What follows belongs to an exercise in optimizing a design on an open flow for small area; a production flow would make more cautious choices.
The RTL was checked by simulation tests, not by an equivalence proof against the original design.
No activity file was given, so power comes from the tool's default toggle rates.

==> standard.sh <==
#!/bin/bash
# synth_recipe.tcl (not shown) runs the flow's synth.tcl, then flattens the netlist and writes it again
# the make line also repeats each setting of config.mk as NAME=value (left out here)
make -C /OpenROAD-flow-scripts/flow DESIGN_CONFIG=/design/flow/config.mk WORK_HOME=/design/flow/orfs CLKGATE_MAP_FILE= SYNTH_SCRIPT=/design/flow/synth_recipe.tcl "${@:-finish}"
==> design.v <==
`timescale 1ns / 1ps
module sah(
  input  CLK, BTN_R, BTN_RST, BTN_L, BTN_SR, ROT_BT, reset, SW3,
  output VGA_H, VGA_V, VGA_R, VGA_G, VGA_B
);
  reg ph;
  wire ce = ~ph;
  always @(posedge CLK) begin
    if (reset) ph <= 1'b0;
    else       ph <= ~ph;
  end
  reg [3:0] hc; reg [5:0] hf;
  reg [3:0] vr; reg [5:0] vg;
  wire hf_last = (hf == 6'd49);
  wire hwrap   = (hc == 4'd13) && (hf == 6'd29);    
  wire vwrap   = (vr == 4'd10) && (vg == 6'd24);    
  always @(posedge CLK) begin
    if (reset) begin
      hc <= 4'd13; hf <= 6'd30;    
      vr <= 4'd9;  vg <= 6'd35;    
    end else if (ph) begin
      if (hf_last) begin hf <= 6'd0; hc <= hc + 4'd1; end
      else hf <= hf + 6'd1;
      if (hwrap) begin
        if (vwrap) begin vr <= 4'd0; vg <= 6'd0; end
        else if (vg == 6'd49) begin vg <= 6'd0; vr <= vr + 4'd1; end
        else vg <= vg + 6'd1;
      end
    end
  end
  wire p25 = (hf == 6'd4) || (hf == 6'd29);         
  reg [3:0] m15;                                    
  always @(posedge CLK) begin
    if (reset) m15 <= 4'd0;
    else if (ph && p25) m15 <= (m15 == 4'd14) ? 4'd0 : m15 + 4'd1;
  end
  wire [1:0] q_s  = (hf < 6'd5) ? 2'd0 : (hf < 6'd30) ? 2'd1 : 2'd2;
  wire [1:0] q4   = {hc[0], 1'b0} + q_s;            
  wire m5is4      = (m15 == 4'd4) || (m15 == 4'd9) || (m15 == 4'd14);
  wire tick       = p25 && (q4 == 2'd3) && m5is4;   
  wire line_tick  = p25 && (m15 == 4'd14);          
  reg click_m, click_s, click_state, click_prev_db, take_pulse;
  reg [5:0] dbC_cnt;
  reg [9:0] click_cooldown;
  always @(posedge CLK) begin
    if (reset) begin
      click_m <= 1'b0; click_s <= 1'b0; click_state <= 1'b0; click_prev_db <= 1'b0;
      take_pulse <= 1'b0; dbC_cnt <= 6'd0; click_cooldown <= 10'd0;
    end else if (ce) begin
      click_m <= ~BTN_RST;
      click_s <= click_m;
      if (click_s == click_state) dbC_cnt <= 6'd0;
      else if (dbC_cnt == 6'd49) begin click_state <= click_s; dbC_cnt <= 6'd0; end
      else dbC_cnt <= dbC_cnt + 6'd1;
      take_pulse <= 1'b0;
      if (click_cooldown != 10'd0) click_cooldown <= click_cooldown - 10'd1;
      if (click_state && !click_prev_db && click_cooldown == 10'd0) begin
        take_pulse <= 1'b1;
        click_cooldown <= 10'd600;
      end
      click_prev_db <= click_state;
    end
  end
  reg sw3_m, sw3_s, sw3_prev;
  always @(posedge CLK) begin
    if (reset) begin
      sw3_m <= 1'b0; sw3_s <= 1'b0; sw3_prev <= 1'b0;
    end else if (ce) begin
      sw3_m <= SW3; sw3_s <= sw3_m; sw3_prev <= sw3_s;
    end
  end
  wire sw3_pulse = sw3_s & ~sw3_prev;
  reg [2:0] cx, cy;
  reg turn_white, holding;
  reg [4:0] sel;
  reg game_over;
  wire [5:0] cur = {cy, cx};
  wire mv_en = ce && !reset && !game_over && tick;
  wire mvL = mv_en && BTN_L && cx != 3'd0;
  wire mvR = mv_en && !mvL && BTN_R && cx != 3'd7;
  wire mvD = mv_en && !mvL && !mvR && BTN_SR && cy != 3'd7;
  wire mvU = mv_en && !mvL && !mvR && !mvD && ROT_BT && cy != 3'd0;
  wire mv  = mvL | mvR | mvD | mvU;
  wire [2:0] cx_n = mvL ? cx - 3'd1 : mvR ? cx + 3'd1 : cx;
  wire [2:0] cy_n = mvD ? cy + 3'd1 : mvU ? cy - 3'd1 : cy;
  always @(posedge CLK) begin
    if (reset) begin
      cx <= 3'd0; cy <= 3'd0;
    end else begin
      cx <= cx_n; cy <= cy_n;
    end
  end
  reg [6:0] slot [0:31];
  reg [4:0] hid;
  reg       rl_act;  reg [4:0] rl_cnt;    
  reg       ms_v;    reg [5:0] ms_pos;    
  reg       mt_v;    reg [4:0] mt_idx;    
  reg [4:0] cv, ca;
  reg [4:0] cm [0:4];
  reg       gs;          
  reg       pristine;
  wire       act      = ce && !reset && !game_over && take_pulse;
  wire       found    = pristine ? (cur[5] == cur[4]) : ca[0];
  wire [4:0] tmp      = pristine ? {~cur[5], ~cur[3], cur[2:0]} : cm[0];
  wire       pick     = act && !holding && found && (tmp[4] != turn_white);
  wire       place    = act && holding && !found;
  wire       capture  = act && holding && found && (sel[4] != tmp[4]);
  wire       pickcap  = pick | capture;
  wire       placecap = place | capture;
  wire       sw3b     = ce && !reset && SW3;
  wire       restart  = reset | sw3b;
  wire       bchg     = pickcap | placecap;
  always @(posedge CLK) begin
    if (reset) begin
      holding <= 1'b0; turn_white <= 1'b1;
    end else if (ce) begin
      if (SW3) begin holding <= 1'b0; turn_white <= 1'b1; end
      if (pick) begin holding <= 1'b1; sel <= tmp; end
      if (placecap) begin holding <= 1'b0; turn_white <= ~turn_white; end
    end
  end
  wire       ms_v_n   = ~reset & (placecap | (ms_v & ~sw3b));
  wire [5:0] ms_pos_n = placecap ? cur : ms_pos;
  wire       mt_v_n   = ~reset & (pickcap | (mt_v & ~sw3b));
  wire [4:0] mt_idx_n = pickcap ? tmp : mt_idx;
  wire [4:0] sel_n    = pick ? tmp : sel;
  wire [4:0] hid_w    = reset ? 5'd31 : hid;      
  wire       ms_hit   = ms_v_n && (sel_n == hid);
  wire       mt_hit   = mt_v_n && (mt_idx_n == hid);
  wire [6:0] wb = ms_hit ? {1'b0, ms_pos_n} :
                  mt_hit ? 7'h40 :
                  (restart | rl_act) ? {1'b0, ~hid_w[4], ~hid_w[4], ~hid_w[3], hid_w[2:0]} :
                  slot[0];
  integer k;
  always @(posedge CLK) begin
    for (k = 0; k < 31; k = k + 1) slot[k] <= slot[k + 1];
    slot[31] <= wb;
  end
  always @(posedge CLK) begin
    hid    <= reset ? 5'd0 : hid + 5'd1;
    ms_v   <= ms_v_n & ~ms_hit;
    mt_v   <= mt_v_n & ~mt_hit;
    ms_pos <= ms_pos_n;
    mt_idx <= mt_idx_n;
    if (restart) begin
      rl_act <= 1'b1; rl_cnt <= 5'd31;
    end else if (rl_act) begin
      rl_cnt <= rl_cnt - 5'd1;
      if (rl_cnt == 5'd1) rl_act <= 1'b0;
    end
  end
  wire win0 = (hid == 5'd0);
  wire win1 = (hid == 5'd31);
  wire [5:0] cq  [0:4];
  assign cq[0] = cur;
  assign cq[1] = cur - 6'd1;
  assign cq[2] = cur + 6'd1;
  assign cq[3] = cur + 6'd8;
  assign cq[4] = cur - 6'd8;
  always @(posedge CLK) begin
    pristine <= reset | (~bchg & (sw3b | pristine));
  end
  integer j;
  always @(posedge CLK) begin
    if (reset || bchg || sw3b) begin
      cv <= 5'd0; gs <= 1'b0;
    end else if (mv) begin
      cv <= {4'd0, mvL ? cv[1] : mvR ? cv[2] : mvD ? cv[3] : cv[4]};
      ca[0] <= mvL ? ca[1] : mvR ? ca[2] : mvD ? ca[3] : ca[4];
      cm[0] <= mvL ? cm[1] : mvR ? cm[2] : mvD ? cm[3] : cm[4];
      gs <= 1'b0;
    end else if (win0 || gs) begin
      for (j = 0; j < 5; j = j + 1) begin
        if (!cv[j]) begin
          if (!wb[6] && wb[5:0] == cq[j]) begin ca[j] <= 1'b1; cm[j] <= hid; end
          else if (win0) ca[j] <= 1'b0;
        end
      end
      gs <= !win1;
      if (win1) cv <= 5'b11111;
    end
  end
  wire [5:0] tile  = {vr[2:0], hc[2:0]};
  wire [5:0] ntile = {vr[2:0], hc[2:0] + 3'd1};
  function [6:0] patch;
    input [6:0] old;       
    input [5:0] X;
    input tin, sin;
    reg v, t, uv, a2, b2, rem, add; reg [4:0] m, u;
    begin
      v = old[6]; t = old[5]; m = old[4:0];
      if (sw3b) begin
        uv = (X[5] == X[4]);
        u  = {~X[5], ~X[3], X[2:0]};
        a2 = uv && !(pickcap && u == tmp) && !(placecap && u == sel);
        b2 = placecap && (cur == X);
        v = a2 | b2;
        t = a2 & b2;
        m = (a2 && (!b2 || u < sel)) ? u : sel;
      end else begin
        rem = pickcap && (X == cur) && tin;
        add = placecap && (X == cur) && sin;
        if (rem) begin v = t; t = 1'b0; end
        if (add) begin
          t = v;
          m = (v && m < sel) ? m : sel;
          v = 1'b1;
        end
      end
      patch = {v, t, m};
    end
  endfunction
  reg Lv, Lt; reg [4:0] Lm;
  reg Nv, Nt; reg [4:0] Nm;
  reg nval, nscan;
  wire bnd = ph && hf_last;        
  wire [6:0] Lp = patch({Lv, Lt, Lm}, tile, 1'b1, 1'b1);
  wire [6:0] Np = patch({Nv, Nt, Nm}, ntile, nval | (tmp < hid), nval | (sel < hid));
  wire       n_m = !wb[6] && (wb[5:0] == ntile);
  always @(posedge CLK) begin
    if (bnd) begin
      Lv <= Nv; Lt <= Nt; Lm <= Nm;
    end else begin
      Lv <= Lp[6]; Lt <= Lp[5]; Lm <= Lp[4:0];
    end
  end
  always @(posedge CLK) begin
    if (reset || bnd) begin
      nval <= 1'b0; nscan <= 1'b0;
    end else if (sw3b) begin
      nval <= 1'b1; nscan <= 1'b0;
      Nv <= Np[6]; Nt <= Np[5]; Nm <= Np[4:0];
    end else if (!nval && (nscan || win0)) begin
      begin : NACC
        reg v, t; reg [4:0] m;
        if (win0) begin v = 1'b0; t = 1'b0; m = 5'd0; end
        else begin v = Np[6]; t = Np[5]; m = Np[4:0]; end
        if (n_m) begin
          if (v) t = 1'b1;
          else begin v = 1'b1; m = hid; end
        end
        Nv <= v; Nt <= t; Nm <= m;
      end
      nscan <= !win1;
      nval  <= win1;
    end else if (nval) begin
      Nv <= Np[6]; Nt <= Np[5]; Nm <= Np[4:0];
    end
  end
  reg [2:0] ywr, ybr; reg [5:0] ywg, ybg;
  reg run_w, run_b, first_started, turn_q;
  wire yw_gt67 = (ywr > 3'd1) || (ywr == 3'd1 && ywg > 6'd17);
  wire yb_gt67 = (ybr > 3'd1) || (ybr == 3'd1 && ybg > 6'd17);
  wire yw_max  = (ywr == 3'd7) && (ywg == 6'd49);
  wire yb_max  = (ybr == 3'd7) && (ybg == 6'd49);
  always @(posedge CLK) begin
    if (reset) begin
      ywr <= 3'd0; ywg <= 6'd0; ybr <= 3'd0; ybg <= 6'd0;
      run_w <= 1'b0; run_b <= 1'b0; first_started <= 1'b0; turn_q <= 1'b1; game_over <= 1'b0;
    end else if (ce) begin
      if (sw3_pulse) begin
        ywr <= 3'd0; ywg <= 6'd0; ybr <= 3'd0; ybg <= 6'd0;
        run_w <= 1'b0; run_b <= 1'b0; first_started <= 1'b0; turn_q <= 1'b1; game_over <= 1'b0;
      end
      if (!game_over && turn_white != turn_q) begin
        if (turn_q) begin
          if (yw_gt67) begin
            if (ywg >= 6'd17) begin ywr <= ywr - 3'd1; ywg <= ywg - 6'd17; end
            else begin ywr <= ywr - 3'd2; ywg <= ywg + 6'd33; end
          end else begin ywr <= 3'd0; ywg <= 6'd0; end
          run_w <= 1'b0; run_b <= 1'b1;
        end else begin
          if (yb_gt67) begin
            if (ybg >= 6'd17) begin ybr <= ybr - 3'd1; ybg <= ybg - 6'd17; end
            else begin ybr <= ybr - 3'd2; ybg <= ybg + 6'd33; end
          end else begin ybr <= 3'd0; ybg <= 6'd0; end
          run_b <= 1'b0; run_w <= 1'b1;
        end
        turn_q <= turn_white;
      end
      if (!first_started && take_pulse && turn_white && !holding) begin
        run_w <= 1'b1; first_started <= 1'b1;
      end
      if (line_tick) begin
        if (run_w && !yw_max) begin
          if (ywg == 6'd49) begin ywg <= 6'd0; ywr <= ywr + 3'd1; end else ywg <= ywg + 6'd1;
        end
        if (run_b && !yb_max) begin
          if (ybg == 6'd49) begin ybg <= 6'd0; ybr <= ybr + 3'd1; end else ybg <= ybg + 6'd1;
        end
      end
      if ((run_w && yw_max) || (run_b && yb_max)) begin
        run_w <= 1'b0; run_b <= 1'b0; game_over <= 1'b1;
      end
    end
  end
  function pawn_pixel;   input [5:0] x,y; begin
    pawn_pixel = 1'b0;
    if (y>=10 && y<=12 && x>=20 && x<=30) pawn_pixel = 1'b1;
    else if (y>=13 && y<=18 && x>=22 && x<=28) pawn_pixel = 1'b1;
    else if (y>=19 && y<=20 && x>=23 && x<=27) pawn_pixel = 1'b1;
    else if (y>=21 && y<=24 && x>=20 && x<=30) pawn_pixel = 1'b1;
    else if (y>=25 && y<=28 && x>=18 && x<=32) pawn_pixel = 1'b1;
    else if (y>=29 && y<=32 && x>=17 && x<=33) pawn_pixel = 1'b1;
    else if (y>=33 && y<=36 && x>=16 && x<=34) pawn_pixel = 1'b1;
    else if (y>=37 && y<=40 && x>=14 && x<=36) pawn_pixel = 1'b1;
    else if (y>=41 && y<=43 && x>=12 && x<=38) pawn_pixel = 1'b1;
    else if (y>=44 && y<=45 && x>=10 && x<=40) pawn_pixel = 1'b1;
  end endfunction
  function rook_pixel;    input [5:0] x,y; begin
    rook_pixel = 1'b0;
    if (y>=10 && y<=12 && ((x>=12 && x<=16)||(x>=20 && x<=30)||(x>=34 && x<=38))) rook_pixel = 1'b1;
    else if (y>=13 && y<=32 && x>=14 && x<=36) rook_pixel = 1'b1;
    else if (y>=33 && y<=36 && x>=12 && x<=38) rook_pixel = 1'b1;
    else if (y>=37 && y<=45 && x>=10 && x<=40) rook_pixel = 1'b1;
  end endfunction
  function bishop_pixel;  input [5:0] x,y; begin
    bishop_pixel = 1'b0;
    if (y>=10 && y<=12 && x>=22 && x<=28) bishop_pixel = 1'b1;
    else if (y>=13 && y<=16 && x>=20 && x<=30) bishop_pixel = 1'b1;
    else if (y>=17 && y<=20 && x>=18 && x<=32) bishop_pixel = 1'b1;
    else if (y>=21 && y<=30 && x>=16 && x<=34) bishop_pixel = 1'b1;
    else if (y>=31 && y<=34 && x>=14 && x<=36) bishop_pixel = 1'b1;
    else if (y>=35 && y<=45 && x>=10 && x<=40) bishop_pixel = 1'b1;
  end endfunction
  function knight_pixel;  input [5:0] x,y; begin
    knight_pixel = 1'b0;
    if (y>=12 && y<=16 && x>=24 && x<=32) knight_pixel = 1'b1;
    else if (y>=16 && y<=20 && x>=20 && x<=30) knight_pixel = 1'b1;
    else if (y>=20 && y<=24 && x>=18 && x<=28) knight_pixel = 1'b1;
    else if (y>=24 && y<=28 && x>=16 && x<=26) knight_pixel = 1'b1;
    else if (y>=28 && y<=34 && x>=14 && x<=30) knight_pixel = 1'b1;
    else if (y>=35 && y<=45 && x>=10 && x<=40) knight_pixel = 1'b1;
    if (y>=17 && y<=18 && x>=27 && x<=28) knight_pixel = 1'b0;
  end endfunction
  function queen_pixel;   input [5:0] x,y; begin
    queen_pixel = 1'b0;
    if (y>=10 && y<=12 && ((x>=12 && x<=14)||(x>=20 && x<=22)||(x>=28 && x<=30)||(x>=36 && x<=38))) queen_pixel = 1'b1;
    else if (y>=13 && y<=15 && x>=14 && x<=36) queen_pixel = 1'b1;
    else if (y>=16 && y<=24 && x>=16 && x<=34) queen_pixel = 1'b1;
    else if (y>=25 && y<=28 && x>=18 && x<=32) queen_pixel = 1'b1;
    else if (y>=29 && y<=32 && x>=16 && x<=34) queen_pixel = 1'b1;
    else if (y>=33 && y<=36 && x>=14 && x<=36) queen_pixel = 1'b1;
    else if (y>=37 && y<=45 && x>=10 && x<=40) queen_pixel = 1'b1;
  end endfunction
  function king_pixel;  input [5:0] x,y; begin
    king_pixel = 1'b0;
    if (y >= 4  && y <= 12 && x >= 24 && x <= 26) king_pixel = 1'b1;
    if (y >= 7  && y <= 9  && x >= 20 && x <= 30) king_pixel = 1'b1;
    if (y>=12 && y<=14 && x>=22 && x<=28) king_pixel = 1'b1;
    if (y>=15 && y<=18 && x>=20 && x<=30) king_pixel = 1'b1;
    if (y>=19 && y<=30 && x>=18 && x<=32) king_pixel = 1'b1;
    if (y>=31 && y<=34 && x>=16 && x<=34) king_pixel = 1'b1;
    if (y>=35 && y<=45 && x>=10 && x<=40) king_pixel = 1'b1;
  end endfunction
  function piece_on; input [4:0] id; input [5:0] x,y; begin
    if (id[4] ^ id[3]) piece_on = pawn_pixel(x,y);
    else case (id[2:0])
      3'd0, 3'd7: piece_on = rook_pixel(x,y);
      3'd1, 3'd6: piece_on = knight_pixel(x,y);
      3'd2, 3'd5: piece_on = bishop_pixel(x,y);
      3'd3:       piece_on = queen_pixel(x,y);
      default:    piece_on = king_pixel(x,y);
    endcase
  end endfunction
  wire inb = ~hc[3] & ~vr[3];
  wire vin  = ~vr[3] || (vr == 4'd8 && vg == 6'd0);                                
  wire hin  = (hc == 4'd15 && hf >= 6'd40) || ~hc[3] || (hc == 4'd8 && hf <= 6'd10);  
  wire fr_b1 = ((hc == 4'd15 && hf >= 6'd40) || (hc == 4'd0 && hf == 6'd0)) && vin;
  wire fr_b2 = (hc == 4'd8 && hf <= 6'd10) && vin;
  wire fr_b3 = ((vr == 4'd10 && vg >= 6'd15) || (vr == 4'd0 && vg == 6'd0)) && hin;
  wire fr_b4 = (vr == 4'd8 && vg <= 6'd10) && hin;
  wire fr_vg = ((hf == 6'd49 && hc < 4'd7) || (hf == 6'd0 && hc >= 4'd1 && hc <= 4'd7)) && vin;
  wire fr_hg = ((vg == 6'd49 && vr < 4'd7) || (vg == 6'd0 && vr >= 4'd1 && vr <= 4'd7)) &&
               (~hc[3] || (hc == 4'd8 && hf == 6'd0));
  wire frame = fr_b1 | fr_b2 | fr_b3 | fr_b4 | fr_vg | fr_hg;
  wire pc_on  = inb && Lv && piece_on(Lm, hf, vg);
  wire pc_wh  = ~Lm[4];
  wire ln_y   = (vr == {1'b0, ywr}) && (vg == ywg) &&
                ((hc == 4'd14 && hf >= 6'd40) || (hc == 4'd15 && hf <= 6'd30));
  wire ln_r   = (vr == {1'b0, ybr}) && (vg == ybg) &&
                ((hc == 4'd8 && hf >= 6'd20) || (hc == 4'd9 && hf <= 6'd10));
  wire hl     = inb && (tile == cur) &&
                (hf < 6'd2 || hf > 6'd47 || vg < 6'd2 || vg > 6'd47);
  reg crvena, zelena, plava;
  always @(posedge CLK) begin
    if (reset) begin
      crvena <= 1'b0; zelena <= 1'b0; plava <= 1'b0;
    end else begin
      if (frame) begin crvena <= 1'b1; zelena <= 1'b1; plava <= 1'b1; end
      else begin crvena <= 1'b0; zelena <= 1'b0; plava <= 1'b0; end
      if (pc_on) begin
        if (pc_wh) begin crvena <= 1'b1; zelena <= 1'b1; plava <= 1'b1; end
        else       begin crvena <= 1'b0; zelena <= 1'b0; plava <= 1'b1; end
      end
      if (ln_y) begin crvena <= 1'b1; zelena <= 1'b1; plava <= 1'b0; end
      if (ln_r) begin crvena <= 1'b1; zelena <= 1'b0; plava <= 1'b0; end
      if (hl) begin crvena <= 1'b1; zelena <= turn_white; plava <= 1'b0; end
    end
  end
  wire h0    = (hc == 4'd13) && (hf == 6'd30);
  wire hsync = (hc == 4'd10 && hf >= 6'd37) || (hc == 4'd11) || (hc == 4'd12 && hf <= 6'd32);
  wire vsync = (vr == 4'd9) && ((vg == 6'd0 && !h0) || (vg == 6'd1) || (vg == 6'd2 && h0));
  assign VGA_H = ~hsync;
  assign VGA_V = ~vsync;
  assign VGA_R = crvena;
  assign VGA_G = zelena;
  assign VGA_B = plava;
endmodule
==> config.mk <==
export PLATFORM = sky130hd
export DESIGN_NAME = sah
export DESIGN_NICKNAME = sah
export VERILOG_FILES = /design/flow/design.v
export SDC_FILE = /design/flow/constraint.sdc
export NUM_CORES = 4
export LEC_CHECK = 0
export ABC_AREA = 1
export CAP_MARGIN = 0
export CORE_MARGIN = 2
export CORE_UTILIZATION = 40
export CTS_BUF_LIST = sky130_fd_sc_hd__clkbuf_8
export CTS_CLUSTER_DIAMETER = 50
export CTS_CLUSTER_SIZE = 15
export SLEW_MARGIN = 0
==> flow/run.sh <==
#!/bin/bash
set -e
export CTS_ARGS="-sink_clustering_enable -repair_clock_nets -dont_use_dummy_load -buf_list sky130_fd_sc_hd__clkbuf_8 -sink_clustering_size 20 -sink_clustering_max_diameter 60"
bash standard.sh > standard.log 2>&1
==> constraint.sdc <==
create_clock -name core_clock -period 10.0 [get_ports {CLK}]
set_input_delay 2.0000 -clock core_clock [delete_from_list [all_inputs] [get_ports {CLK}]]
set_output_delay 2.0000 -clock core_clock [all_outputs]
set_load 0.01 [all_outputs]
==> results.txt, run 1 <==
register bit total from synthesis=386; CP Data Required Time=10.32 ns; IO Count=13; Wirelength per Cell=17.1 um; CTS clock-pin slew for the worst setup and hold paths=0.11 ns; Placed Cells=2478; Die ar.=43400 sq um; GPL Wtd Cong=0.911; number of antenna diodes=0; status=complete, no violations; Worst R2R Path Depth=17; Hold Path Depth=0; cells along the critical path=clkdlybuf4s50_1 > buf_4 > nor2_4 > nand2_1 > nor2_1 > o21ai_0 > nor3_4 > nand2_2 > nand2_1 > inv_1 > nand2_1 > nor3_2 > inv_2 > nand2_2 > nor2_4 > nand2_2 > nor3_4 > inv_1 > nor2_1; Routed Antenna Nets=0; syn nets=2058; Skew-Pair Late Insertion Delay=0.66 ns; maximum vdd drop=0.000138 V; Sink Count=386; Tmin final=5.80 ns; # DRC=0; number of global-route vias before repair=12810; static leakage=7.53 nW; Die Y=208 um; Max Cap Viol=0; CTS resizes=0; H-tree Lvls=1; Max Clock Freq=0.172 GHz; Final Non-Filler Cells=2509; TritonCTS buffer count=31; global-route wire length before repair=69900 um; area of the multi-input gates=7340 sq um; crit path max-delay cell type=nor3_4; gr usage total=0.199; gr ovfl total=0; Hold Vio Cnt, Final=0; cell area after synthesis=16700 sq um; Fin Clk Skew=0.102 ns; layout net count=2062; final setup vio count=0; Final Max Slew Viols=0; Async SR Flop Fraction=0; Netlist cell types=63; Max clock buf depth=3; DR iter-0 viols=1079; drt total wl=42900 um; Post CTS Setup Buffer Count=0; dpl hpwl=31500 um; worst hold slack=0.251 ns; CP max stage delay=0.52 ns; initial antenna violation count=0; EDFF count, synth=48; Port-buffer cells=12; actual slew at the worst max-slew pin=0.874 ns; CP top delay family=simple AND/OR/NAND/NOR gates; Ys Warns=3; vias post-DR=13288; core area=41000 sq um; worst setup path category=input pin to flop; layout cells sized above 1=0.0567; first-pass detailed-route iteration total=7; Hold WC Path Type=flop to flop; register area=8210 sq um; sequential fraction of the synthesis area=0.492; CP arrival=6.12 ns; synthesized instance count=1975; row count=74; Crit. End Element=flop; Die Wd=208 um; RSZ-0062 raised after global routing=no; Worst Setup Start Kind=input pin; # hold bufs at CTS=0; Synth Flop Type=dfxtp_1; mean number of vias per cell=5.30; pin count of the biggest net entering global routing=34; critical path depth=19; TritonCTS clock tree=done; CP max FO=29; period utilisation layout=0.580; starting density of the core=0.407; clk root buf=clkbuf_8; Power Dens Cells=154 nW/um^2; Syn-to-layout area delta=6.17%; slew margin rel.=0.417; fillers=4057; worst path bufs/invs=5; Fin Setup TNS=0 ns; Mean Syn Cell Area=8.45 sq um
-- power breakdown --
group / switching, mW / internal, mW
logic: 0.193 / 0.0902
registers: 0.0469 / 1.66
clock network: 0.462 / 0.275
total: 0.702 / 2.02
-- state kept, by name (all words and copies together), names as in the netlist, 4 cells and up --
| name | count |
|---|---|
| hc | 4 |
| dbC_cnt | 6 |
| Lm | 5 |
| hf | 6 |
| vg | 6 |
| click_cooldown | 10 |
| cm | 25 |
| slot | 224 |
| hid | 5 |
| ybg | 6 |
| ywg | 6 |
| m15 | 4 |
| vr | 4 |
| rl_cnt | 5 |
| ms_pos | 6 |
| mt_idx | 5 |
| Nm | 5 |
| ca | 5 |
| sel | 5 |
-- stage by stage --
stage	worst slack (ns)	utilization	instance area, sq um	power [mW]
finish	4.20	0.432	17700	2.72
global route	3.88	0.432	17700	2.86
CTS	4.34	0.432	17700	2.76
detailed placement	3.63	0.421	17300	2.02
global placement	3.77	0.421	17300	2.01
floorplan	5.41	-	16700	1.93
-- final timing paths --
| check | slack, ns | from | end |
|---|---|---|---|
| setup / recovery | 4.20 | reset | cm[1][2] |
| hold / removal | 0.25 | slot[4][0] | slot[3][0] |
| setup reg to reg | 5.29 | hf[5] | cm[1][2] |
| hold reg to reg | 0.25 | slot[4][0] | slot[3][0] |
-- cell usage in the layout (no fill, tap or decap), drive strengths merged, types with 9 or more instances in the layout --
| cell | Yosys | final |
|---|---|---|
| nor4 | 9 | 9 |
| a21oi | 98 | 98 |
| xor2 | 46 | 46 |
| inv | 239 | 239 |
| a31oi | 14 | 14 |
| nand4 | 28 | 28 |
| xnor2 | 19 | 19 |
| nor2 | 213 | 213 |
| o221ai | 14 | 14 |
| edfxtp | 48 | 48 |
| clkdlybuf4s50 | 0 | 12 |
| o211ai | 19 | 19 |
| nand2 | 351 | 351 |
| clkbuf | 30 | 31 |
| nand3 | 130 | 130 |
| ha | 74 | 74 |
| dfxtp | 338 | 338 |
| nor3 | 42 | 42 |
| o21ai | 150 | 150 |
| o31ai | 9 | 9 |
| o22ai | 22 | 22 |
-- cell families after synthesis --
kind of cell,after synthesis,synth area share
AO/OA/AOI/OAI,377,0.135
adder cells (fa/ha/maj),75,0.0567
buffers and inverters,288,0.0677
multiplexers,1,0.000600
XOR/XNOR,65,0.0341
AND/OR/NAND/NOR,783,0.214
flip-flops,386,0.492
-- area by class of cell --
cell class	instances	area share
Sequential cell	386	0.463
Inverter	242	0.0513
Clock buffer	31	0.0241
Timing Repair Buffer	17	0.00890
Multi-Input combinational cell	1301	0.415
Tap cell	532	0.0376
-- metal layers --
layer | share of wire | GRT usage | wire length (um)
met1 | 0.48 | 0.281 | 20400
met3 | 0.053 | 0.0226 | 2260
met5 | 0 | 0 | 0
met4 | 0.021 | 0.0454 | 912
met2 | 0.45 | 0.326 | 19300
-- cells in the mapped netlist, types with 4 or more instances --
master | number | area, sq um
dfxtp_1 | 338 | 6770
nand2_1 | 315 | 1180
inv_1 | 230 | 863
nor2_1 | 200 | 751
o21ai_0 | 144 | 721
nand3_1 | 124 | 621
a21oi_1 | 97 | 485
ha_1 | 74 | 926
edfxtp_1 | 48 | 1440
xor2_1 | 46 | 403
nor3_1 | 37 | 185
clkbuf_1 | 30 | 113
nand2_2 | 29 | 181
nand4_1 | 27 | 169
o22ai_1 | 22 | 138
o211ai_1 | 19 | 143
xnor2_1 | 19 | 166
a31oi_1 | 14 | 87.6
o221ai_1 | 14 | 123
inv_2 | 9 | 33.8
nor4_1 | 9 | 56.3
o31ai_1 | 9 | 67.6
buf_2 | 7 | 35.0
nand2_4 | 7 | 78.8
nor2_4 | 7 | 78.8
a211oi_1 | 6 | 45.0
a22oi_1 | 6 | 45.0
a32o_1 | 6 | 60.1
nand3_2 | 5 | 50.1
nor2_2 | 5 | 31.3
o21a_1 | 5 | 37.5
o21ai_1 | 5 | 25.0
a221oi_1 | 4 | 35.0
buf_1 | 4 | 15.0
==> inputs of run 2 (changes only) <==
==> flow/run.sh (replaced) <==
#!/bin/bash
set -e
export CTS_ARGS='-sink_clustering_enable -repair_clock_nets -dont_use_dummy_load -buf_list {sky130_fd_sc_hd__clkbuf_8 sky130_fd_sc_hd__clkbuf_16} -sink_clustering_size 30 -sink_clustering_max_diameter 80'
bash standard.sh > standard.log 2>&1
==> run 2 against run 1 <==
Routed wire length down 0.16%; via count up 0.35%; combinational power about the same; still clean on timing, DRC and antenna; hold slack better by 0.025 ns.
==> results.txt, run 2 <==
combinational family with the most area after synthesis=simple AND/OR/NAND/NOR gates (unchanged); Die ar.=43400 sq um (unchanged); gr ovfl total=0 (unchanged); mean number of vias per cell=5.33 (was 5.30); Die Y=208 um (unchanged); # DRC=0 (unchanged); Hold Vio Cnt, Final=0 (unchanged); Worst R2R Path Depth=17 (unchanged); H-tree Lvls=1 (unchanged); row count=74 (unchanged); CP max FO=29 (unchanged); Sink Count=386 (unchanged); TritonCTS clock tree=done (unchanged); top-count cell post-synth=dfxtp_1 (unchanged); static leakage=7.57 nW (was 7.53 nW); first-pass detailed-route iteration total=6 (was 7); Synth Flop Type=dfxtp_1 (unchanged); Skew-Pair Late Insertion Delay=0.58 ns (was 0.66 ns); CP max stage delay=0.52 ns (about the same); Max clock buf depth=3 (unchanged); GPL Wtd Cong=0.911 (unchanged); Wirelength per Cell=17.1 um (about the same); cells along the critical path=clkdlybuf4s50_1 > buf_4 > nor2_4 > nand2_1 > nor2_1 > o21ai_0 > nor3_4 > nand2_2 > nand2_1 > inv_1 > nand2_1 > nor3_2 > inv_2 > nand2_2 > nor2_4 > nand2_2 > nor3_4 > inv_1 > nor2_1 (unchanged); Largest register FFs=224 (unchanged); syn nets=2058 (unchanged); gr usage total=0.199 (about the same); number of global-route vias before repair=12781 (was 12810); CTS clock-pin slew for the worst setup and hold paths=0.10 ns (was 0.11 ns); pin count of the biggest net entering global routing=34 (unchanged); slew margin rel.=0.399 (was 0.417); worst setup path category=input pin to flop (unchanged); simple-gate area share of the yosys netlist=0.214 (unchanged); CP Data Required Time=10.23 ns (was 10.32 ns); CP arrival=6.09 ns (was 6.12 ns); Fin Clk Skew=0.107 ns (was 0.102 ns); Hold WC Path Type=flop to flop (unchanged); register bit total from synthesis=386 (unchanged); Final Instance Area=17800 sq um (was 17700 sq um); IO Count=13 (unchanged); Adder-Cell Fraction of Synth Area=0.0567 (unchanged); Finished Core Util=0.435 (was 0.432); drt total wl=42800 um (was 42900 um); final setup vio count=0 (unchanged); cell area after synthesis=16700 sq um (unchanged); CTS resizes=0 (unchanged); most frequent cells in the layout=338 x dfxtp_1, 315 x nand2_1, 230 x inv_1, 200 x nor2_1, 144 x o21ai_0 (unchanged); Crit. End Element=flop (unchanged); worst hold slack=0.276 ns (was 0.251 ns); Syn-to-layout area delta=6.92% (was 6.17%); TritonCTS buffer count=22 (was 31); clk root buf=clkbuf_16 (was clkbuf_8); initial antenna violation count=0 (unchanged); DR iter-0 viols=1101 (was 1079); Port-buffer cells=12 (unchanged); EDFF count, synth=48 (unchanged); Max Clock Freq=0.171 GHz (was 0.172 GHz); actual slew at the worst max-slew pin=0.892 ns (was 0.874 ns); Max Cap Viol=0 (unchanged); Synth Area in XOR/XNOR=0.0341 (unchanged); complex-gate fraction of the synthesized area=0.135 (unchanged); critical path depth=19 (unchanged); dpl hpwl=31500 um (unchanged); Die Wd=208 um (unchanged); Ys Warns=3 (unchanged); number of antenna diodes=0 (unchanged); RSZ-0062 raised after global routing=no (unchanged); synthesized instance count=1975 (unchanged); Async SR Flop Fraction=0 (unchanged); sequential fraction of the synthesis area=0.492 (unchanged); Final Max Slew Viols=0 (unchanged); layout net count=2053 (was 2062); Top Registers=slot (224), cm (25), click_cooldown (10) (unchanged); area leader, netlist=dfxtp_1 (unchanged); crit path max-delay cell type=nor3_4 (unchanged); commonest cells in the netlist=338 x dfxtp_1, 315 x nand2_1, 230 x inv_1 (unchanged); largest register by flop count=slot (unchanged); starting density of the core=0.407 (unchanged); DP Area=17300 sq um (unchanged); worst path bufs/invs=5 (unchanged); Synth top area share=0.406 (unchanged); period utilisation layout=0.586 (was 0.580); global-route wire length before repair=69900 um (about the same); most common cell after layout, fill and taps aside=dfxtp_1 (unchanged); Routed Antenna Nets=0 (unchanged); status=complete, no violations (unchanged); vias post-DR=13335 (was 13288); Post CTS Setup Buffer Count=0 (unchanged); Fin Setup TNS=0 ns (unchanged); CP top delay family=simple AND/OR/NAND/NOR gates (unchanged); Mean Syn Cell Area=8.45 sq um (unchanged); Power Dens Cells=160 nW/um^2 (was 154 nW/um^2); maximum vdd drop=0.000134 V (was 0.000138 V); fillers=4027 (was 4057); layout cells sized above 1=0.0523 (was 0.0567); # hold bufs at CTS=0 (unchanged); Worst Setup Start Kind=input pin (unchanged); Netlist cell types=63 (unchanged); Hold Path Depth=0 (unchanged); Tmin final=5.86 ns (was 5.80 ns); Area contributors post-synth=dfxtp_1 41%, edfxtp_1 8.6%, nand2_1 7.1% (unchanged); core area=41000 sq um (unchanged); mux cell area share after synthesis=0.000600 (unchanged)
[run 2: routing by layer]
layer,wire [um],share of wire,global-route usage,up-vias
met5,0,0,0,-
met4,927,0.022,0.0521,0
met3,2390,0.056,0.0192,69
met2,19400,0.45,0.326,407
met1,20100,0.47,0.281,6290
li1,-,-,-,6569
[run 2: layout make-up]
type	instances	area, sq um	area share
timing repair buffer	17	158	0.00884
multi-input combinational	1301	7340	0.412
inverter	242	908	0.0509
tap	532	666	0.0373
sequential	386	8210	0.460
clock buffer	22	551	0.0309
[run 2: cell families (layout without fill, tap and decap cells)]
logic type	Yosys count	after routing
AND/OR/NAND/NOR	783	783
flip-flops	386	386
AO/OA/AOI/OAI	377	377
buffers and inverters	288	281
adder cells (fa/ha/maj)	75	75
XOR/XNOR	65	65
multiplexers	1	1
[run 2: worst paths after layout]
path                             startpoint     endpoint  slack, ns
worst max-delay path                  reset     cm[1][4]       4.14
worst min register to register  slot[18][5]  slot[17][5]       0.28
worst min-delay path            slot[18][5]  slot[17][5]       0.28
worst max register to register        hf[5]     cm[1][4]       5.25
[run 2: metrics by stage]
step	power, mW	setup slack, ns	cells
after CTS	2.88	4.23	2500
after floorplan	1.93	5.41	1975
final	2.85	4.14	2500
after global routing	2.98	3.77	2500
after global placement	2.01	3.77	2478
after detailed placement	2.02	3.63	2478
[run 2: where the power goes]
group | leakage (nW) | switching [mW] | internal (mW) | total [mW]
Sequential | 3.25 | 0.0471 | 1.66 | 1.70
Clock | 0.271 | 0.471 | 0.391 | 0.862
Combinational | 4.05 | 0.193 | 0.0902 | 0.284
[run 2: worst register-to-register path, delay by kind of cell, from the launching register on]
family,cells,cell delay [ns]
AO/OA/AOI/OAI,1,0.54
flip-flops,1,0.49
buffers and inverters,3,0.40
AND/OR/NAND/NOR,13,3.07
==> inputs of run 3 (changes only) <==
==> flow/run.sh (replaced) <==
#!/bin/bash
set -e
export CTS_ARGS="-sink_clustering_enable -repair_clock_nets -dont_use_dummy_load -buf_list sky130_fd_sc_hd__clkbuf_16 -sink_clustering_size 30 -sink_clustering_max_diameter 60"
bash standard.sh > standard.log 2>&1
==> run 3 against run 2 <==
Critical endpoint is now cm[1][2]; first-iteration DRC count is 0.73% lower; critical path depth stayed put; sequential power hardly changed; power is 5.1% higher; combinational power hardly changed; die area stayed put; largest power group unchanged; count of clock-buffer cells in the layout is 7 higher; via count hardly changed; global-route usage hardly changed; design area is 0.98% higher; clock power is 16% higher.
==> results.txt, run 3 <==
status=complete, no violations (unchanged); Hold Vio Cnt, Final=0 (unchanged); RSZ-0062 raised after global routing=no (unchanged); layout net count=2060 (was 2053); GPL Wtd Cong=0.911 (unchanged); Synth top area share=0.406 (unchanged); static leakage=7.66 nW (was 7.57 nW); Async SR Flop Fraction=0 (unchanged); gr ovfl total=0 (unchanged); Top Registers=slot (224), cm (25), click_cooldown (10) (unchanged); Ys Warns=3 (unchanged); Largest register FFs=224 (unchanged); Worst R2R Path Depth=17 (unchanged); initial antenna violation count=0 (unchanged); Finished Core Util=0.439 (was 0.435); gr usage total=0.199 (about the same); Crit. End Element=flop (unchanged); worst setup path category=input pin to flop (unchanged); Max Cap Viol=0 (unchanged); CP max stage delay=0.52 ns (about the same); dpl hpwl=31500 um (unchanged); fillers=4015 (was 4027); mean number of vias per cell=5.32 (was 5.33); Synth Flop Type=dfxtp_1 (unchanged); Tmin final=5.90 ns (was 5.86 ns); maximum vdd drop=0.000162 V (was 0.000134 V); CTS resizes=0 (unchanged); Mean Syn Cell Area=8.45 sq um (unchanged); final setup vio count=0 (unchanged); Sink Count=386 (unchanged); # DRC=0 (unchanged); CP arrival=6.11 ns (was 6.09 ns); Worst Setup Start Kind=input pin (unchanged); Die ar.=43400 sq um (unchanged); Max clock buf depth=3 (unchanged); EDFF count, synth=48 (unchanged); layout cells sized above 1=0.0557 (was 0.0523); Hold WC Path Type=flop to flop (unchanged); sequential fraction of the synthesis area=0.492 (unchanged); DP Area=17300 sq um (unchanged); actual slew at the worst max-slew pin=0.886 ns (was 0.892 ns); cells along the critical path=clkdlybuf4s50_1 > buf_4 > nor2_4 > nand2_1 > nor2_1 > o21ai_0 > nor3_4 > nand2_2 > nand2_1 > inv_1 > nand2_1 > nor3_2 > inv_2 > nand2_2 > nor2_4 > nand2_2 > nor3_4 > inv_1 > nor2_1 (unchanged); Final Instance Area=18000 sq um (was 17800 sq um); syn nets=2058 (unchanged); top-count cell post-synth=dfxtp_1 (unchanged); area of the multi-input gates=7340 sq um (unchanged); area leader, netlist=dfxtp_1 (unchanged); starting density of the core=0.407 (unchanged); first-pass detailed-route iteration total=5 (was 6); Die Wd=208 um (unchanged); commonest cells in the netlist=338 x dfxtp_1, 315 x nand2_1, 230 x inv_1 (unchanged); Wirelength per Cell=17.2 um (was 17.1 um); Port-buffer cells=12 (unchanged); # hold bufs at CTS=0 (unchanged); Fin Setup TNS=0 ns (unchanged); Final Max Slew Viols=0 (unchanged); Endpoint, Worst Hold=slot[3][0] (was slot[17][5]); largest register by flop count=slot (unchanged); core area=41000 sq um (unchanged); number of global-route vias before repair=12804 (was 12781); cell area after synthesis=16700 sq um (unchanged); Skew-Pair Late Insertion Delay=0.60 ns (was 0.58 ns); synthesized instance count=1975 (unchanged); register area=8210 sq um (unchanged); Area contributors post-synth=dfxtp_1 41%, edfxtp_1 8.6%, nand2_1 7.1% (unchanged); period utilisation layout=0.590 (was 0.586); vias post-DR=13336 (was 13335); RR Endpoint=cm[1][2] (was cm[1][4]); clk root buf=clkbuf_16 (unchanged); CP max FO=29 (unchanged); reg2reg setup slack=5.22 ns (was 5.25 ns); Hold Crit Start=slot[4][0] (was slot[18][5]); Netlist cell types=63 (unchanged); H-tree Lvls=1 (unchanged); row count=74 (unchanged); CP Data Required Time=10.21 ns (was 10.23 ns); pin count of the biggest net entering global routing=34 (unchanged); register bit total from synthesis=386 (unchanged); launching point of the worst reg2reg path=hf[5] (unchanged); CTS clock-pin slew for the worst setup and hold paths=0.09 ns (was 0.10 ns); crit path max-delay cell type=nor3_4 (unchanged); global-route wire length before repair=70000 um (was 69900 um); Routed Antenna Nets=0 (unchanged); number of antenna diodes=0 (unchanged); Power Dens Cells=166 nW/um^2 (was 160 nW/um^2); Max Clock Freq=0.169 GHz (was 0.171 GHz); DR iter-0 viols=1093 (was 1101); Syn-to-layout area delta=7.97% (was 6.92%); Fin Clk Skew=0.0825 ns (was 0.107 ns); TritonCTS clock tree=done (unchanged); drt total wl=43000 um (was 42800 um); slew margin rel.=0.409 (was 0.399); most common cell after layout, fill and taps aside=dfxtp_1 (unchanged); most frequent cells in the layout=338 x dfxtp_1, 315 x nand2_1, 230 x inv_1, 200 x nor2_1, 144 x o21ai_0 (unchanged); TritonCTS buffer count=29 (was 22); Post CTS Setup Buffer Count=0 (unchanged); Die Y=208 um (unchanged); IO Count=13 (unchanged); Hold Path Depth=0 (unchanged)
run 3: stage by stage:
step	setup slack [ns]	power (mW)	hold WS, ns	instances
global placement	3.77	2.01	0.310	2478
floorplan	5.41	1.93	0.310	1975
detailed placement	3.63	2.02	0.312	2478
global route	3.75	3.13	0.265	2507
CTS	4.19	3.02	0.251	2507
finish	4.10	2.99	0.264	2507
run 3: worst max-delay path: cells and delay by family:
| kind | cells | cell delay (ns) |
|---|---|---|
| AND/OR/NAND/NOR | 13 | 2.85 |
| buffers and inverters | 5 | 1.05 |
| AO/OA/AOI/OAI | 1 | 0.16 |
run 3: worst max path at each step:
stage	start	endpoint	slack, ns	cells after the start
6_report	reset	cm[1][2]	4.10	19
3_3_place_gp	reset	cm[1][0]	3.77	19
5_1_grt	reset	cm[1][0]	3.75	19
4_1_cts	reset	cm[1][2]	4.19	19
2_1_floorplan	reset	cm[1][0]	5.41	20
3_5_place_dp	reset	cm[1][2]	3.63	19
run 3: area by class of cell:
class,count,share of cell area
tap,532,0.0370
inverter,242,0.0504
sequential,386,0.456
multi-input combinational,1301,0.408
clock buffer,29,0.0403
timing repair buffer,17,0.00875
run 3: cell families after synthesis:
family,share of synthesized area
and+or+nand+nor,0.214
buffers and inverters,0.0677
DFF,0.492
xor gates and xnor gates,0.0341
AOI/OAI and AO/OA,0.135
muxes,0.000600
adders and majority gates,0.0567
run 3: metal layers:
metal | vias up | share of wire | GRT usage
met1 | 6276 | 0.48 | 0.283
met2 | 404 | 0.45 | 0.325
li1 | 6583 | - | -
met3 | 73 | 0.050 | 0.0231
met5 | - | 0 | 0
met4 | 0 | 0.025 | 0.0474
run 3: report_power, final:
part	switching [mW]	internal [mW]	total [mW]	leakage, nW
clock network	0.497	0.507	1.00	0.357
logic	0.195	0.0902	0.285	4.05
registers	0.0471	1.66	1.70	3.25
==> inputs of run 4 (changes only) <==
==> flow/run.sh (replaced) <==
#!/bin/bash
set -e
export CTS_ARGS='-sink_clustering_enable -repair_clock_nets -dont_use_dummy_load -buf_list {sky130_fd_sc_hd__clkbuf_4 sky130_fd_sc_hd__clkbuf_8} -sink_clustering_size 20 -sink_clustering_max_diameter 60'
bash standard.sh > standard.log 2>&1
==> run 4 against run 3 <==
Register-to-register slack better by 0.07 ns; critical path depth stayed put; clock power is 26% lower; global-route usage is 0.051 points lower; utilization is 0.73 points lower; design area is 1.7% lower; largest cell class unchanged.
==> results.txt, run 4 <==
status=complete, no violations (unchanged); maximum vdd drop=0.000138 V (was 0.000162 V); Max clock buf depth=3 (unchanged); period utilisation layout=0.580 (was 0.590); cell area after synthesis=16700 sq um (unchanged); # DRC=0 (unchanged); Worst Setup Start Kind=input pin (unchanged); Synth top area share=0.406 (unchanged); syn nets=2058 (unchanged); most common cell after layout, fill and taps aside=dfxtp_1 (unchanged); worst setup path category=input pin to flop (unchanged); Fin Setup TNS=0 ns (unchanged); layout cells sized above 1=0.0567 (was 0.0557); EDFF count, synth=48 (unchanged); largest register by flop count=slot (unchanged); Power Dens Cells=154 nW/um^2 (was 166 nW/um^2); core area=41000 sq um (unchanged); Sink Count=386 (unchanged); commonest cells in the netlist=338 x dfxtp_1, 315 x nand2_1, 230 x inv_1 (unchanged); CP arrival=6.12 ns (was 6.11 ns); Mean Syn Cell Area=8.45 sq um (unchanged); number of antenna diodes=0 (unchanged); TritonCTS buffer count=31 (was 29); mean number of vias per cell=5.30 (was 5.32); top-count cell post-synth=dfxtp_1 (unchanged); IO Count=13 (unchanged); Die Y=208 um (unchanged); dpl hpwl=31500 um (unchanged); Synth Flop Type=dfxtp_1 (unchanged); starting density of the core=0.407 (unchanged); Die ar.=43400 sq um (unchanged); Ys Warns=3 (unchanged); TritonCTS clock tree=done (unchanged); Syn-to-layout area delta=6.17% (was 7.97%); actual slew at the worst max-slew pin=0.874 ns (was 0.886 ns); Crit. End Element=flop (unchanged); GPL Wtd Cong=0.911 (unchanged); initial antenna violation count=0 (unchanged); Post CTS Setup Buffer Count=0 (unchanged); Routed Antenna Nets=0 (unchanged); CTS resizes=0 (unchanged); Async SR Flop Fraction=0 (unchanged); Port-buffer cells=12 (unchanged); Max Cap Viol=0 (unchanged); drt total wl=42900 um (was 43000 um); CP Data Required Time=10.32 ns (was 10.21 ns); Hold Vio Cnt, Final=0 (unchanged); vias post-DR=13288 (was 13336); row count=74 (unchanged); number of global-route vias before repair=12810 (was 12804); register bit total from synthesis=386 (unchanged); Top Registers=slot (224), cm (25), click_cooldown (10) (unchanged); CP max FO=29 (unchanged); Skew-Pair Late Insertion Delay=0.66 ns (was 0.60 ns); slew margin rel.=0.417 (was 0.409); layout net count=2062 (was 2060); global-route wire length before repair=69900 um (was 70000 um); CTS clock-pin slew for the worst setup and hold paths=0.11 ns (was 0.09 ns); area leader, netlist=dfxtp_1 (unchanged); gr ovfl total=0 (unchanged); Fin Clk Skew=0.102 ns (was 0.0825 ns); final setup vio count=0 (unchanged); Max Clock Freq=0.172 GHz (was 0.169 GHz); RSZ-0062 raised after global routing=no (unchanged); # hold bufs at CTS=0 (unchanged); synthesized instance count=1975 (unchanged); Wirelength per Cell=17.1 um (was 17.2 um); pin count of the biggest net entering global routing=34 (unchanged); H-tree Lvls=1 (unchanged); Hold WC Path Type=flop to flop (unchanged); fillers=4057 (was 4015); gr usage total=0.199 (about the same); clk root buf=clkbuf_8 (was clkbuf_16); worst hold slack=0.251 ns (was 0.264 ns); Die Wd=208 um (unchanged); Final Max Slew Viols=0 (unchanged); first-pass detailed-route iteration total=7 (was 5); Netlist cell types=63 (unchanged); Largest register FFs=224 (unchanged); Tmin final=5.80 ns (was 5.90 ns); sequential fraction of the synthesis area=0.492 (unchanged); static leakage=7.53 nW (was 7.66 nW); most frequent cells in the layout=338 x dfxtp_1, 315 x nand2_1, 230 x inv_1, 200 x nor2_1, 144 x o21ai_0 (unchanged); DR iter-0 viols=1079 (was 1093); Area contributors post-synth=dfxtp_1 41%, edfxtp_1 8.6%, nand2_1 7.1% (unchanged)
[run 4: cells by family after synthesis]
logic type / after synthesis / synth area share
xor gates and xnor gates: 65 / 0.0341
DFF: 386 / 0.492
adders and majority gates: 75 / 0.0567
AOI/OAI and AO/OA: 377 / 0.135
muxes: 1 / 0.000600
buffers and inverters: 288 / 0.0677
and+or+nand+nor: 783 / 0.214
[run 4: through the flow]
step / total power [mW] / instances / util / area, sq um / worst slack [ns]
after floorplan: 1.93 / 1975 / - / 16700 / 5.41
after global placement: 2.01 / 2478 / 0.421 / 17300 / 3.77
after detailed placement: 2.02 / 2478 / 0.421 / 17300 / 3.63
after CTS: 2.76 / 2509 / 0.432 / 17700 / 4.34
after global routing: 2.86 / 2509 / 0.432 / 17700 / 3.88
final: 2.72 / 2509 / 0.432 / 17700 / 4.20
[run 4: worst max-delay path, cell delays in order]
cell and delay (ns):
clkdlybuf4s50_1 0.40, buf_4 0.27, nor2_4 0.31, nand2_1 0.13, nor2_1 0.11, o21ai_0 0.15
nor3_4 0.52, nand2_2 0.14, nand2_1 0.34, inv_1 0.14, nand2_1 0.10, nor3_2 0.07
inv_2 0.17, nand2_2 0.12, nor2_4 0.32, nand2_2 0.14, nor3_4 0.21, inv_1 0.08
nor2_1 0.37
[run 4: cell type report]
class / instances / area (sq um) / share of cell area
inverter: 242 / 908 / 0.0513
clock buffer: 31 / 427 / 0.0241
sequential: 386 / 8210 / 0.463
multi-input combinational: 1301 / 7340 / 0.415
timing repair buffer: 17 / 158 / 0.00890
tap: 532 / 666 / 0.0376
[run 4: final timing paths]
kind	startpoint	end	slack [ns]	depth (start not counted)
max	reset	cm[1][2]	4.20	19
min	slot[4][0]	slot[3][0]	0.25	0
max reg2reg	hf[5]	cm[1][2]	5.29	17
min reg2reg	slot[4][0]	slot[3][0]	0.25	0
[run 4: power by group]
part,internal [mW],leakage (nW),switching [mW]
sequential,1.66,3.25,0.0469
combinational,0.0902,4.05,0.193
clock,0.275,0.223,0.462
[run 4: layer usage]
layer  up-vias  share of wire  wire length (um)  global-route usage
li1       6589              -                 -                   -
met1      6265           0.48             20400               0.281
met2       372           0.45             19300               0.326
met3        62          0.053              2260              0.0226
met4         0          0.021               912              0.0454
met5         -              0                 0                   0
==> inputs of run 5 (changes only) <==
==> flow/run.sh (replaced) <==
#!/bin/bash
set -e
export CTS_ARGS="-sink_clustering_enable -repair_clock_nets -dont_use_dummy_load -buf_list sky130_fd_sc_hd__clkbuf_8 -sink_clustering_size 15 -sink_clustering_max_diameter 50"
bash standard.sh > standard.log 2>&1
==> run 5 against run 4 <==
Still clean on timing, DRC and antenna; fmax down 1.2%; via count is 0.66% higher; first-iteration DRC count up 1.3%; final cell count increased by 0.32%; critical path type unchanged; highest routed layer unchanged.
==> results.txt, run 5 <==
Sink Count=386 (unchanged); dpl hpwl=31500 um (unchanged); row count=74 (unchanged); number of global-route vias before repair=12866 (was 12810); core area=41000 sq um (unchanged); Hold Crit Start=slot[3][6] (was slot[4][0]); Max Clock Freq=0.170 GHz (was 0.172 GHz); most frequent cells in the layout=338 x dfxtp_1, 315 x nand2_1, 230 x inv_1, 200 x nor2_1, 144 x o21ai_0 (unchanged); syn nets=2058 (unchanged); Clk network pwr share=0.295 (was 0.271); slew margin rel.=0.396 (was 0.417); number of antenna diodes=0 (unchanged); EDFF count, synth=48 (unchanged); Netlist cell types=63 (unchanged); vias post-DR=13376 (was 13288); Area contributors post-synth=dfxtp_1 41%, edfxtp_1 8.6%, nand2_1 7.1% (unchanged); register area=8210 sq um (unchanged); IO Count=13 (unchanged); Worst Setup Start Kind=input pin (unchanged); Tmin final=5.87 ns (was 5.80 ns); TritonCTS buffer count=39 (was 31); worst setup path category=input pin to flop (unchanged); CP max FO=29 (unchanged); mean number of vias per cell=5.31 (was 5.30); met2 Use GR=0.325 (was 0.326); maximum vdd drop=0.000103 V (was 0.000138 V); pin count of the biggest net entering global routing=34 (unchanged); Die Y=208 um (unchanged); starting density of the core=0.407 (unchanged); Setup WS pre-CTS=3.63 ns (unchanged); Adder-Cell Fraction of Synth Area=0.0567 (unchanged); Largest register FFs=224 (unchanged); mux cell area share after synthesis=0.000600 (unchanged); gr usage total=0.202 (was 0.199); Synth Flop Type=dfxtp_1 (unchanged); CP arrival=6.09 ns (was 6.12 ns); Wirelength per Cell=17.1 um (about the same); H-tree Lvls=2 (was 1); static leakage=7.58 nW (was 7.53 nW); Fin Clk Skew=0.0719 ns (was 0.102 ns); Ys Warns=3 (unchanged); DR iter-0 viols=1093 (was 1079); final setup vio count=0 (unchanged); worst hold slack=0.278 ns (was 0.251 ns); power share of the combinational group=0.100 (was 0.104); # DRC=0 (unchanged); Top Registers=slot (224), cm (25), click_cooldown (10) (unchanged); M3 GR Usage=0.0260 (was 0.0226); sequential fraction of the synthesis area=0.492 (unchanged); CP Data Required Time=10.22 ns (was 10.32 ns); fillers=4038 (was 4057); Syn-to-layout area delta=6.83% (was 6.17%); global-route wire length before repair=70300 um (was 69900 um); most common cell after layout, fill and taps aside=dfxtp_1 (unchanged); area of the multi-input gates=7340 sq um (unchanged); drt total wl=43100 um (was 42900 um); Mean Syn Cell Area=8.45 sq um (unchanged); Fin Setup TNS=0 ns (unchanged); initial antenna violation count=0 (unchanged); Hold WC Path Type=flop to flop (unchanged); Post CTS Setup Buffer Count=0 (unchanged); Die Wd=208 um (unchanged); Top Usage Layer GRT=met2 (unchanged); clk root buf=clkbuf_8 (unchanged); synthesized instance count=1975 (unchanged); Power Dens Cells=158 nW/um^2 (was 154 nW/um^2); CTS clock-pin slew for the worst setup and hold paths=0.08 ns (was 0.11 ns); commonest cells in the netlist=338 x dfxtp_1, 315 x nand2_1, 230 x inv_1 (unchanged); Final Max Slew Viols=0 (unchanged); largest register by flop count=slot (unchanged); Crit. End Element=flop (unchanged); Switch Pwr=722 uW (was 702 uW); GPL Wtd Cong=0.911 (unchanged); layout net count=2070 (was 2062); layout cells sized above 1=0.0605 (was 0.0567); top-count cell post-synth=dfxtp_1 (unchanged); cell area after synthesis=16700 sq um (unchanged); status=complete, no violations (unchanged); Synth Area in XOR/XNOR=0.0341 (unchanged); complex-gate fraction of the synthesized area=0.135 (unchanged); P_int=2.09 mW (was 2.02 mW); Flop pwr share=0.605 (was 0.625); CTS resizes=0 (unchanged); Max Cap Viol=0 (unchanged); simple-gate area share of the yosys netlist=0.214 (unchanged); TritonCTS clock tree=done (unchanged); Routed Antenna Nets=0 (unchanged); CP Launch Point=reset (unchanged); gr ovfl total=0 (unchanged); DP Area=17300 sq um (unchanged); combinational family with the most area after synthesis=simple AND/OR/NAND/NOR gates (unchanged); final worst slack=4.13 ns (was 4.20 ns); Async SR Flop Fraction=0 (unchanged); Port-buffer cells=12 (unchanged); Skew-Pair Late Insertion Delay=0.62 ns (was 0.66 ns); actual slew at the worst max-slew pin=0.897 ns (was 0.874 ns); launching point of the worst reg2reg path=hf[5] (unchanged); period utilisation layout=0.587 (was 0.580); RSZ-0062 raised after global routing=no (unchanged); # hold bufs at CTS=0 (unchanged); register bit total from synthesis=386 (unchanged); Final Instance Area=17800 sq um (was 17700 sq um); met1 usage=0.281 (about the same); Net Sw Frac=0.256 (was 0.258); area leader, netlist=dfxtp_1 (unchanged); first-pass detailed-route iteration total=5 (was 7); Max clock buf depth=3 (unchanged); Die ar.=43400 sq um (unchanged); Hold Vio Cnt, Final=0 (unchanged); Synth top area share=0.406 (unchanged)
-- run 5: cell counts after synthesis --
No cell type changed its count.
-- run 5: final cells by class --
cell class              count  share of cell area
multi-input cells        1301               0.412
flip-flops and latches    386               0.461
repair buffers             17             0.00885
clock buffers              39              0.0301
inverters                 242              0.0510
well taps                 532              0.0374
-- run 5: logic make-up after synthesis --
kind of cell / Yosys count
multiplexers: 1
XOR/XNOR: 65
AO/OA/AOI/OAI: 377
buffers and inverters: 288
AND/OR/NAND/NOR: 783
flip-flops: 386
adder cells (fa/ha/maj): 75
-- run 5: metal layers --
metal | up-vias | part of all wire
li1 | 6598 | -
met1 | 6300 | 0.47
met2 | 407 | 0.45
met3 | 71 | 0.057
met4 | 0 | 0.024
met5 | - | 0
-- run 5: worst max-delay path, cell delays in order --
cell             delay, ns
clkdlybuf4s50_1       0.40
buf_4                 0.27
nor2_4                0.31
nand2_1               0.13
nor2_1                0.10
o21ai_0               0.14
nor3_4                0.52
nand2_2               0.15
nand2_1               0.34
inv_1                 0.14
nand2_1               0.10
nor3_2                0.07
inv_2                 0.17
nand2_2               0.12
nor2_4                0.31
nand2_2               0.14
nor3_4                0.21
inv_1                 0.08
nor2_1                0.36
-- run 5: metrics by stage --
stage,utilization,total power [mW],instances
CTS,0.434,2.86,2517
finish,0.434,2.82,2517
floorplan,-,1.93,1975
global placement,0.421,2.01,2478
global route,0.434,2.97,2517
detailed placement,0.421,2.02,2478
-- run 5: final timing paths --
check                     to  slack, ns  cells past startpoint
setup reg to reg    cm[1][2]       5.19                     17
setup / recovery    cm[1][2]       4.13                     19
hold / removal    slot[2][6]       0.28                      0
hold reg to reg   slot[2][6]       0.28                      0
-- run 5: power groups by stage --
stage	clock network, mW	registers [mW]	logic (mW)
floorplan	0	1.72	0.213
global placement	0	1.74	0.272
detailed placement	0	1.74	0.281
CTS	0.870	1.70	0.282
global route	0.926	1.71	0.327
finish	0.830	1.70	0.283
==> inputs of run 6 (changes only) <==
==> flow/run.sh (replaced) <==
#!/bin/bash
# The standard layout (standard.sh) with two changes:
#  1. the synthesis maps the logic with a stronger ABC area script (flow/abc_area.script:
#     deepsyn, then repeated dch / map -a). ABC runs without -dff, as in the standard
#     synthesis, so the registers are those of the standard synthesis.
#  2. clock tree synthesis without dummy load cells, with clkbuf_8 buffers.
# Each tool's output is in standard.log and orfs/logs/.
set -euo pipefail
here=$(pwd)
rm -rf "$here/scripts_mod"
cp -r "$FLOW_HOME/scripts" "$here/scripts_mod"
cp "$here/flow/abc_area.script" "$here/scripts_mod/abc_area.script"
export SCRIPTS_DIR="$here/scripts_mod"
export CTS_ARGS="-sink_clustering_enable -repair_clock_nets -dont_use_dummy_load -buf_list sky130_fd_sc_hd__clkbuf_8 -sink_clustering_size 20 -sink_clustering_max_diameter 60"
bash standard.sh > standard.log 2>&1
==> flow/abc_area.script (new file) <==
strash
&get -n
&deepsyn -T 240
&put
dch -f
map -a
strash
dc2
dch -f
map -a
strash
dc2
dch -f
map -a
topo
stime -c
buffer -c
upsize -c
dnsize -c
--- a/config.mk
+++ b/config.mk
@@ -10,6 +10,6 @@
 export CORE_MARGIN = 2
 export CORE_UTILIZATION = 40
 export CTS_BUF_LIST = sky130_fd_sc_hd__clkbuf_8
-export CTS_CLUSTER_DIAMETER = 50
-export CTS_CLUSTER_SIZE = 15
+export CTS_CLUSTER_DIAMETER = 60
+export CTS_CLUSTER_SIZE = 20
 export SLEW_MARGIN = 0
==> run 6 against run 5 <==
Still clean; fmax shrank 8.2%; die area shrank 9.7%; area after synthesis fell by 9.9%; worst setup slack lost 0.53 ns.
==> results.txt, run 6 <==
EDFF count, synth=48 (unchanged); gr usage total=0.182 (was 0.202); core area=37300 sq um (was 41000 sq um); Synth Flop Type=dfxtp_1 (unchanged); syn nets=1702 (was 2058); gr ovfl total=0 (unchanged); Finished Core Util=0.431 (was 0.434); most frequent cells in the layout=338 x dfxtp_1, 204 x inv_1, 188 x nor2_1, 164 x nand2_1, 108 x o21ai_0 (was 338 x dfxtp_1, 315 x nand2_1, 230 x inv_1, 200 x nor2_1, 144 x o21ai_0); final setup vio count=0 (unchanged); register bit total from synthesis=386 (unchanged); DP Area=15700 sq um (was 17300 sq um); cell area after synthesis=15000 sq um (was 16700 sq um); actual slew at the worst max-slew pin=1.23 ns (was 0.897 ns); slew margin rel.=0.179 (was 0.396); Wirelength per Cell=16.8 um (was 17.1 um); maximum vdd drop=0.000169 V (was 0.000103 V); initial antenna violation count=0 (unchanged); synthesized instance count=1619 (was 1975); Skew-Pair Late Insertion Delay=0.66 ns (was 0.62 ns); Netlist cell types=63 (unchanged); Async SR Flop Fraction=0 (unchanged); RSZ-0062 raised after global routing=no (unchanged); most common cell after layout, fill and taps aside=dfxtp_1 (unchanged); clk root buf=clkbuf_8 (unchanged); launching point of the worst reg2reg path=pristine (was hf[5]); area leader, netlist=dfxtp_1 (unchanged); CP Data Required Time=10.34 ns (was 10.22 ns); Post-Route M1 WL=16400 um (was 20200 um); status=complete, no violations (unchanged); metal3 WL=2030 um (was 2440 um); complex-gate fraction of the synthesized area=0.154 (was 0.135); Worst Setup Start Kind=input pin (unchanged); # DRC=0 (unchanged); layout net count=1728 (was 2070); global-route wire length before repair=56500 um (was 70300 um); IO Count=13 (unchanged); pin count of the biggest net entering global routing=29 (was 34); Top Registers=slot (224), cm (25), click_cooldown (10) (unchanged); Fin Setup TNS=0 ns (unchanged); RR Endpoint=cm[1][2] (unchanged); mux cell area share after synthesis=0.000749 (was 0.000600); combinational family with the most area after synthesis=compound AO/OA/AOI/OAI gates (was simple AND/OR/NAND/NOR gates); dpl hpwl=26300 um (was 31500 um); static leakage=6.61 nW (was 7.58 nW); period utilisation layout=0.640 (was 0.587); Synth top area share=0.450 (was 0.406); Power Dens Cells=174 nW/um^2 (was 158 nW/um^2); largest register by flop count=slot (unchanged); H-tree Lvls=1 (was 2); Die Wd=198 um (was 208 um); Final Instance Area=16100 sq um (was 17800 sq um); fillers=3682 (was 4038); Ys Warns=3 (unchanged); CP arrival=6.73 ns (was 6.09 ns); TritonCTS clock tree=done (unchanged); Max Clock Freq=0.156 GHz (was 0.170 GHz); Die Y=198 um (was 208 um); CP max FO=16 (was 29); simple-gate area share of the yosys netlist=0.145 (was 0.214); drt total wl=35500 um (was 43100 um); Syn-to-layout area delta=7.12% (was 6.83%); Fin Clk Skew=0.0849 ns (was 0.0719 ns); GPL Wtd Cong=0.931 (was 0.911); DR iter-0 viols=1034 (was 1093); Synth Area in XOR/XNOR=0.0280 (was 0.0341); Max Cap Viol=0 (unchanged); Post CTS Setup Buffer Count=0 (unchanged); final worst slack=3.60 ns (was 4.13 ns); Final Max Slew Viols=0 (unchanged); Hold Crit Start=slot[18][3] (was slot[3][6]); starting density of the core=0.403 (was 0.407); Sink Count=386 (unchanged); worst setup path category=input pin to flop (unchanged); # hold bufs at CTS=0 (unchanged); Hold Path Depth=0 (unchanged); Largest register FFs=224 (unchanged); CTS resizes=0 (unchanged); Worst R2R Path Depth=27 (was 17); mean number of vias per cell=5.28 (was 5.31); TritonCTS buffer count=31 (was 39); top-count cell post-synth=dfxtp_1 (unchanged); CTS clock-pin slew for the worst setup and hold paths=0.10 ns (was 0.08 ns); Setup WS pre-CTS=2.93 ns (was 3.63 ns); Endpoint, Worst Hold=slot[17][3] (was slot[2][6]); Port-buffer cells=12 (unchanged); Area contributors post-synth=dfxtp_1 45%, edfxtp_1 9.6%, ha_1 6.2% (was dfxtp_1 41%, edfxtp_1 8.6%, nand2_1 7.1%); Routed Antenna Nets=0 (unchanged); number of global-route vias before repair=10558 (was 12866); Mean Syn Cell Area=9.28 sq um (was 8.45 sq um); Adder-Cell Fraction of Synth Area=0.0629 (was 0.0567); number of antenna diodes=0 (unchanged); Tmin final=6.40 ns (was 5.87 ns); highest routed layer=met4 (unchanged); WL met2=15900 um (was 19400 um); Max clock buf depth=3 (unchanged); reg2reg setup slack=4.92 ns (was 5.19 ns); Die ar.=39100 sq um (was 43400 sq um); Hold WC Path Type=flop to flop (unchanged); sequential fraction of the synthesis area=0.546 (was 0.492); Hold Vio Cnt, Final=0 (unchanged); vias post-DR=11172 (was 13376); layout cells sized above 1=0.0456 (was 0.0605); row count=71 (was 74); Total Power=2.80 mW (was 2.82 mW); commonest cells in the netlist=338 x dfxtp_1, 204 x inv_1, 188 x nor2_1 (was 338 x dfxtp_1, 315 x nand2_1, 230 x inv_1); Crit. End Element=flop (unchanged); first-pass detailed-route iteration total=6 (was 5)
==> run 6: logic make-up after synthesis <==
| group | count (synthesis) |
|---|---|
| adder cells (fa/ha/maj) | 75 |
| AO/OA/AOI/OAI | 375 |
| flip-flops | 386 |
| multiplexers | 1 |
| XOR/XNOR | 48 |
| AND/OR/NAND/NOR | 490 |
| buffers and inverters | 244 |
==> run 6: report_power, final <==
part	switching [mW]	leakage [nW]	internal (mW)
registers	0.0548	3.26	1.67
clock network	0.459	0.223	0.275
logic	0.217	3.13	0.120
total	0.731	6.61	2.07
==> run 6: layer usage <==
layer | track usage | vias to the layer above
met5 | 0 | -
met4 | 0.0657 | 0
met3 | 0.0278 | 85
met2 | 0.293 | 338
met1 | 0.247 | 5227
li1 | - | 5522
==> run 6: area by class of cell <==
type	count	area (sq um)	area share
flip-flops and latches	386	8210	0.510
multi-input cells	989	5880	0.366
inverters	221	837	0.0520
well taps	474	593	0.0368
clock buffers	31	427	0.0265
repair buffers	16	150	0.00933
==> run 6: stage by stage <==
step	instances	hold slack [ns]
CTS	2117	0.282
floorplan	1619	0.310
finish	2117	0.284
detailed placement	2086	0.312
global route	2117	0.284
global placement	2086	0.310
==> run 6: worst max path at each step <==
stage,depth (start not counted),slack [ns],end,from
floorplan,27,4.43,cm[1][0],reset
global placement,28,3.12,cm[1][0],reset
detailed placement,28,2.93,cm[1][4],reset
CTS,28,3.64,cm[1][2],reset
global route,28,3.21,cm[1][2],reset
finish,28,3.60,cm[1][2],reset
==> run 6: worst max-delay path: stages <==
cell	delay (ns)
clkdlybuf4s50_1	0.54
nor2_8	0.28
inv_4	0.13
nor2_8	0.11
inv_1	0.07
nor2_1	0.18
nand2_4	0.17
inv_4	0.14
nor2_8	0.06
nor2_8	0.17
nor2_1	0.08
a21oi_2	0.13
xor2_1	0.10
a221oi_2	0.20
nor4b_4	0.29
nand2_2	0.10
o21ai_2	0.12
nor2_2	0.08
nand2_1	0.09
nor2_1	0.06
a221o_1	0.41
xor2_1	0.34
a31oi_1	0.08
nor3b_1	0.20
o2111ai_1	0.13
a21oi_1	0.21
nand2_1	0.09
inv_1	0.18

Re-timed with assumed drivers on the ports (clkbuf_16 on the clock, buf_2 on other inputs), run 6 has 3.619 ns of setup slack against 3.604 ns with ideal ports, and 2.960 ns once port delays also move by the mid clock arrival of 0.659 ns.
